Context: an optimization exercise on an open-source flow, tuned for small area, a short achievable clock period and few clock cycles per item. The choices shown serve that exercise and are no tape-out recipe.
The RTL was checked by simulation tests, not by an equivalence proof against the original design.
Power figures rest on the tool's default switching activity, not on a simulated workload.

## trial 68
==> flow/design.v <==
module spiral #(
  parameter DATA_WIDTH = 8,
  parameter R_WIDTH  = 3,
  parameter C_WIDTH  = 3
)
(
  input  logic                  clk,
  input  logic                  rstn,
  input  logic [R_WIDTH-1:0]    row,  
  input  logic [C_WIDTH-1:0]    col,  
  input  logic [DATA_WIDTH-1:0] data_in,
  input  logic                  data_in_valid,
  output logic                  data_in_rdy,
  output logic [DATA_WIDTH-1:0] data_out,
  output logic                  data_out_valid,
  input  logic                  data_out_rdy
);
  localparam int N = 7;
  localparam logic [N-1:0] LO = 7'b0000001;    
  localparam logic [N-1:0] HI = 7'b1000000;    
  function automatic logic [N-1:0] rev(input logic [N-1:0] x);
    for (int k = 0; k < N; k++) rev[k] = x[N-1-k];
  endfunction
  function automatic logic [N-1:0] dec1(input logic [2:0] x);
    dec1 = '0;
    for (int k = 0; k < N; k++) if (x == 3'(k + 1)) dec1[k] = 1'b1;
  endfunction
  logic [DATA_WIDTH-1:0] mem [0:N-1][0:N-1];
  logic [N*N-1:0]        full;
  function automatic logic full_at(input logic [N-1:0] r, input logic [N-1:0] c,
                                   input logic [N*N-1:0] f);
    logic [N-1:0] hit;
    for (int i = 0; i < N; i++) hit[i] = r[i] && |(f[i*N +: N] & c);
    full_at = |hit;
  endfunction
  function automatic logic same(input logic [N-1:0] r0, input logic [N-1:0] c0,
                                input logic [N-1:0] r1, input logic [N-1:0] c1);
    same = |(r0 & r1) && |(c0 & c1);
  endfunction
  logic [N-1:0] wrow, wcol;
  logic         wo;
  logic         wfire, w_eor, w_eom, first_w;
  logic         up;             
  assign wfire   = data_in_valid && data_in_rdy;
  logic eor_q, lr_q;
  assign first_w = wo ? (wrow[N-1] && wcol[N-1]) : (wrow[0] && wcol[0]);
  assign w_eor   = first_w ? (col == 3'd1) : eor_q;
  assign w_eom   = w_eor && (first_w ? (row == 3'd1) : lr_q);
  logic [N-1:0] a_col, b_row, b_col, c_rc;
  assign a_col = wo ? (wcol >> 1) : (wcol << 1);
  assign b_row = wo ? (wrow >> 1) : (wrow << 1);
  logic a_eor, b_lr;        
  assign a_eor = |((wo ? rev(a_col) : a_col) & dec1(col));
  assign b_lr  = |((wo ? rev(b_row) : b_row) & dec1(row));
  assign b_col = wo ? HI : LO;
  assign c_rc  = wo ? LO : HI;
  localparam logic [1:0] D_R = 2'd0, D_D = 2'd1, D_L = 2'd2, D_U = 2'd3;
  logic         ract, ro, rok;
  logic [N-1:0] rrow, rcol;
  logic [1:0]   rdir;
  logic [2:0]   cnt, hn, vn;    
  logic         rfire, seg_end, rdone;
  assign rfire   = rok && (!data_out_valid || data_out_rdy);
  assign seg_end = (cnt == 3'd1);
  assign rdone   = seg_end && (rdir[0] ? (hn == 3'd1) : (vn == 3'd1));
  logic [1:0]   ndir;
  logic [N-1:0] adv_row, adv_col;
  always_comb begin
    ndir = seg_end ? rdir + 2'd1 : rdir;
    adv_row = rrow; adv_col = rcol;
    case (ndir)
      D_R: adv_col = ro ? (rcol >> 1) : (rcol << 1);
      D_D: adv_row = ro ? (rrow >> 1) : (rrow << 1);
      D_L: adv_col = ro ? (rcol << 1) : (rcol >> 1);
      default: adv_row = ro ? (rrow << 1) : (rrow >> 1);
    endcase
  end
  logic [5:0] qs [0:1];
  logic         ro_s;
  logic [N-1:0] s_rc;
  logic         start_ok;
  logic [5:0]   rshape;
  assign ro_s     = ract ? ~ro : ro;
  assign s_rc     = ro_s ? HI : LO;
  logic rc_cur, rc_a, rc_b, rc_c;      
  assign rc_cur = rfire && same(rrow, rcol, wrow, wcol);
  assign rc_a   = rfire && same(rrow, rcol, wrow, a_col);
  assign rc_b   = rfire && same(rrow, rcol, b_row, b_col);
  assign rc_c   = rfire && same(rrow, rcol, c_rc, c_rc);
  logic fcol_lo, fcol_hi;
  logic w_f_a, w_f_b, w_f_c, w_busy_n;
  assign w_f_a = full_at(wrow, a_col, full) && !rc_a;
  assign w_f_b = full_at(b_row, b_col, full) && !rc_b;
  assign w_f_c = (full_at(c_rc, c_rc, full) && !rc_c) || same(wrow, wcol, c_rc, c_rc);
  always_comb begin
    if (!wfire)      w_busy_n = !data_in_rdy && up && !rc_cur;
    else if (!w_eor) w_busy_n = w_f_a;
    else if (!w_eom) w_busy_n = w_f_b;
    else             w_busy_n = w_f_c;
  end
  logic [N-1:0] frow, fcol;
  always_comb
    for (int k = 0; k < N; k++) begin
      frow[k] = 1'b0; fcol[k] = 1'b0;
      for (int i = 0; i < N; i++) begin
        frow[k] = frow[k] | (rrow[i] && full[i*N + k]);
        fcol[k] = fcol[k] | (rcol[i] && full[k*N + i]);
      end
    end
  logic r_f_adv, r_f_s;
  assign r_f_adv = (ndir[0] ? |(fcol & adv_row) : |(frow & adv_col)) ||
                   (wfire && same(wrow, wcol, adv_row, adv_col));
  logic r_full_s;
  assign r_full_s = full_at(s_rc, s_rc, full);
  assign r_f_s    = r_full_s || (wfire && same(wrow, wcol, s_rc, s_rc));
  assign start_ok = r_f_s;
  assign rshape   = r_full_s ? qs[ro_s] : {row, col};
  always_ff @(posedge clk or negedge rstn) begin
    if (!rstn) begin
      wrow <= LO; wcol <= LO; wo <= 1'b0;
      eor_q <= 1'b0; lr_q <= 1'b0;
      data_in_rdy <= 1'b0;
      up <= 1'b0;
      ract <= 1'b0; ro <= 1'b0; rok <= 1'b0;
      data_out_valid <= 1'b0;
      full <= '0;
    end else begin
      data_in_rdy <= !w_busy_n;
      up <= 1'b1;
      if (wfire) begin
        if (!w_eor) begin
          wcol <= a_col;
          eor_q <= a_eor;
          if (first_w) lr_q <= (row == 3'd1);
        end else if (!w_eom) begin
          wrow <= b_row; wcol <= b_col;
          eor_q <= (col == 3'd1);
          lr_q <= b_lr;
        end else begin
          wrow <= c_rc; wcol <= c_rc; wo <= ~wo;
        end
      end
      if (!ract || (rfire && rdone)) begin
        if (ract) ro <= ~ro;
        ract <= start_ok;
        rok  <= start_ok;
      end else if (rfire) begin
        rok  <= r_f_adv;
      end else begin
        rok <= rok || (wfire && same(wrow, wcol, rrow, rcol));
      end
      if (rfire) data_out_valid <= 1'b1;
      else if (data_out_rdy) data_out_valid <= 1'b0;
      for (int i = 0; i < N; i++)
        for (int j = 0; j < N; j++) begin
          if (wfire && wrow[i] && wcol[j]) full[i*N+j] <= 1'b1;
          else if (rfire && rrow[i] && rcol[j]) full[i*N+j] <= 1'b0;
        end
    end
  end
  always_ff @(posedge clk) begin
    if (wfire && first_w) qs[wo] <= {row, col};
    if (!ract || (rfire && rdone)) begin
      rdir <= D_R;
      cnt  <= rshape[2:0];
      hn   <= rshape[2:0];
      vn   <= rshape[5:3];
      rrow <= s_rc; rcol <= s_rc;
    end else if (rfire) begin
      rdir <= ndir;
      if (seg_end) begin
        if (rdir[0]) begin cnt <= hn - 3'd1; hn <= hn - 3'd1; end
        else         begin cnt <= vn - 3'd1; vn <= vn - 3'd1; end
      end else cnt <= cnt - 3'd1;
      rrow <= adv_row; rcol <= adv_col;
    end
  end
  logic [DATA_WIDTH-1:0] colv [0:N-1];
  logic [DATA_WIDTH-1:0] rdata;
  always_comb begin
    for (int j = 0; j < N; j++) begin
      colv[j] = '0;
      for (int i = 0; i < N; i++) colv[j] = colv[j] | (mem[i][j] & {DATA_WIDTH{rrow[i]}});
    end
    rdata = '0;
    for (int j = 0; j < N; j++) rdata = rdata | (colv[j] & {DATA_WIDTH{rcol[j]}});
  end
  always_ff @(posedge clk) begin
    for (int i = 0; i < N; i++)
      for (int j = 0; j < N; j++)
        if (wfire && wrow[i] && wcol[j]) mem[i][j] <= data_in;
    if (rfire) data_out <= rdata;
  end
endmodule
==> flow/config.mk <==
export PLATFORM = sky130hd
export DESIGN_NAME = spiral
export DESIGN_NICKNAME = spiral
export VERILOG_FILES = /design/flow/design.v
export SDC_FILE = /design/flow/constraint.sdc
export NUM_CORES = 4
export LEC_CHECK = 0
export CAP_MARGIN = 20
export CORE_MARGIN = 2
export CORE_UTILIZATION = 50
export SETUP_SLACK_MARGIN = 4.5
export SLEW_MARGIN = 20
==> flow/constraint.sdc <==
create_clock -name core_clock -period 7.0 [get_ports {clk}]
set_input_delay 1.4000 -clock core_clock [delete_from_list [all_inputs] [get_ports {clk}]]
set_output_delay 1.4000 -clock core_clock [all_outputs]
set_load 0.01 [all_outputs]
run.sh (not shown) runs the stock make flow with config.mk's settings and CLKGATE_MAP_FILE= SYNTH_SCRIPT=/design/flow/synth_recipe.tcl, a recipe that flattens the netlist after the stock synthesis.
No stage failed in trial 68, and the final checks on the layout all came back clean.
Testbench counts of trial 68, summed over its fixed seeds: cycles 9,515, items 8,134.
### trial 68 -> trial 54
diff --git a/flow/design.v b/flow/design.v
--- a/flow/design.v
+++ b/flow/design.v
@@ -57,13 +57,17 @@
   localparam logic [1:0] D_R = 2'd0, D_D = 2'd1, D_L = 2'd2, D_U = 2'd3;
   logic         ract, ro, rok;
   logic [N-1:0] rrow, rcol;
   logic [1:0]   rdir;
   logic [2:0]   cnt, hn, vn;    
   logic         rfire, seg_end, rdone;
-  assign rfire   = rok && (!data_out_valid || data_out_rdy);
+  logic r_wcur, byp, rav;
+  assign r_wcur  = ract && same(wrow, wcol, rrow, rcol);
+  assign byp     = !rok && wfire && r_wcur;
+  assign rav     = rok || byp;
+  assign rfire   = rav && (!data_out_valid || data_out_rdy);
   assign seg_end = (cnt == 3'd1);
   assign rdone   = seg_end && (rdir[0] ? (hn == 3'd1) : (vn == 3'd1));
   logic [1:0]   ndir;
   logic [N-1:0] adv_row, adv_col;
   always_comb begin
     ndir = seg_end ? rdir + 2'd1 : rdir;
@@ -88,13 +92,14 @@
   assign rc_b   = rfire && same(rrow, rcol, b_row, b_col);
   assign rc_c   = rfire && same(rrow, rcol, c_rc, c_rc);
   logic fcol_lo, fcol_hi;
   logic w_f_a, w_f_b, w_f_c, w_busy_n;
   assign w_f_a = full_at(wrow, a_col, full) && !rc_a;
   assign w_f_b = full_at(b_row, b_col, full) && !rc_b;
-  assign w_f_c = (full_at(c_rc, c_rc, full) && !rc_c) || same(wrow, wcol, c_rc, c_rc);
+  assign w_f_c = (full_at(c_rc, c_rc, full) && !rc_c) ||
+                 (same(wrow, wcol, c_rc, c_rc) && !(byp && rfire));
   always_comb begin
     if (!wfire)      w_busy_n = !data_in_rdy && up && !rc_cur;
     else if (!w_eor) w_busy_n = w_f_a;
     else if (!w_eom) w_busy_n = w_f_b;
     else             w_busy_n = w_f_c;
   end
@@ -144,20 +149,20 @@
         if (ract) ro <= ~ro;
         ract <= start_ok;
         rok  <= start_ok;
       end else if (rfire) begin
         rok  <= r_f_adv;
       end else begin
-        rok <= rok || (wfire && same(wrow, wcol, rrow, rcol));
+        rok <= rav;
       end
       if (rfire) data_out_valid <= 1'b1;
       else if (data_out_rdy) data_out_valid <= 1'b0;
       for (int i = 0; i < N; i++)
         for (int j = 0; j < N; j++) begin
-          if (wfire && wrow[i] && wcol[j]) full[i*N+j] <= 1'b1;
-          else if (rfire && rrow[i] && rcol[j]) full[i*N+j] <= 1'b0;
+          if (rfire && rrow[i] && rcol[j]) full[i*N+j] <= 1'b0;
+          else if (wfire && wrow[i] && wcol[j]) full[i*N+j] <= 1'b1;
         end
     end
   end
   always_ff @(posedge clk) begin
     if (wfire && first_w) qs[wo] <= {row, col};
     if (!ract || (rfire && rdone)) begin
@@ -186,9 +191,9 @@
     for (int j = 0; j < N; j++) rdata = rdata | (colv[j] & {DATA_WIDTH{rcol[j]}});
   end
   always_ff @(posedge clk) begin
     for (int i = 0; i < N; i++)
       for (int j = 0; j < N; j++)
         if (wfire && wrow[i] && wcol[j]) mem[i][j] <= data_in;
-    if (rfire) data_out <= rdata;
+    if (rfire) data_out <= rok ? rdata : data_in;
   end
 endmodule
Notes after the runs:
Trial 54 went all the way through synthesis, placement and routing and the layout is clean on timing, DRC and antenna.
Final instance count without filler cells essentially unchanged between trial 54 and trial 68.
Trial 54 vs trial 68, non-clock buffer contribution to total cell area went down by 0.51 points.
Looking at trial 68 and trial 54, the core utilization is a wash.
When trial 54 is measured against trial 68, its number of nets in the synthesized netlist turns out 0.80% higher.
Compared with trial 68, in trial 54 number of distinct library cells after synthesis increased about 12%, worst-case setup slack after placement decreased 0.081 ns, number of instances in the synthesized netlist increased 0.81%.
Going from trial 68 to trial 54, clock skew now sits higher; routed length per instance went up by 5.0%; share of synthesized cell area in full adder, half adder and majority cells saw little to no change; area added between synthesis and finish has decreased.
Looking at final hold slack, trial 54 sits 0.019 ns above trial 68.
Compared with trial 68, trial 54 shows total power that has gone down slightly.
Testbench counts of trial 54, summed over its fixed seeds: cycles 9,408, items 8,134.

==> port drivers added, routing unchanged <==
In the flow no input, the clock included, has a driving cell. The finished layouts below were timed again as built, in two steps. Step 1 (the two cells are an assumption about what drives the block):
set clk [get_ports {clk}]
set_driving_cell -lib_cell sky130_fd_sc_hd__clkbuf_16 $clk
set_driving_cell -lib_cell sky130_fd_sc_hd__buf_2 [delete_from_list [all_inputs] $clk]
Step 2 also shifts input and output timing later by t, the mid clock arrival at the registers, as if the neighbouring blocks saw the same clock. Slacks: no drivers / after step 1 / after step 2; pairs: no drivers / after step 1.
run	shift t [ns]	slack for setup (ns)	worst hold slack (ns)	slew at the worst register clock pin (ns)
trial 68	0.656	4.333 / 4.333 / 3.850	0.532 / 0.532 / 0.532	0.07 / 0.07
trial 54	0.651	4.389 / 4.334 / 3.840	0.551 / 0.551 / 0.551	0.07 / 0.07
After both steps setup and hold are still met in every run listed. For trial 54, which loses most, drivers alone change the setup slack by -0.055 ns; drivers and shift together by -0.549 ns.
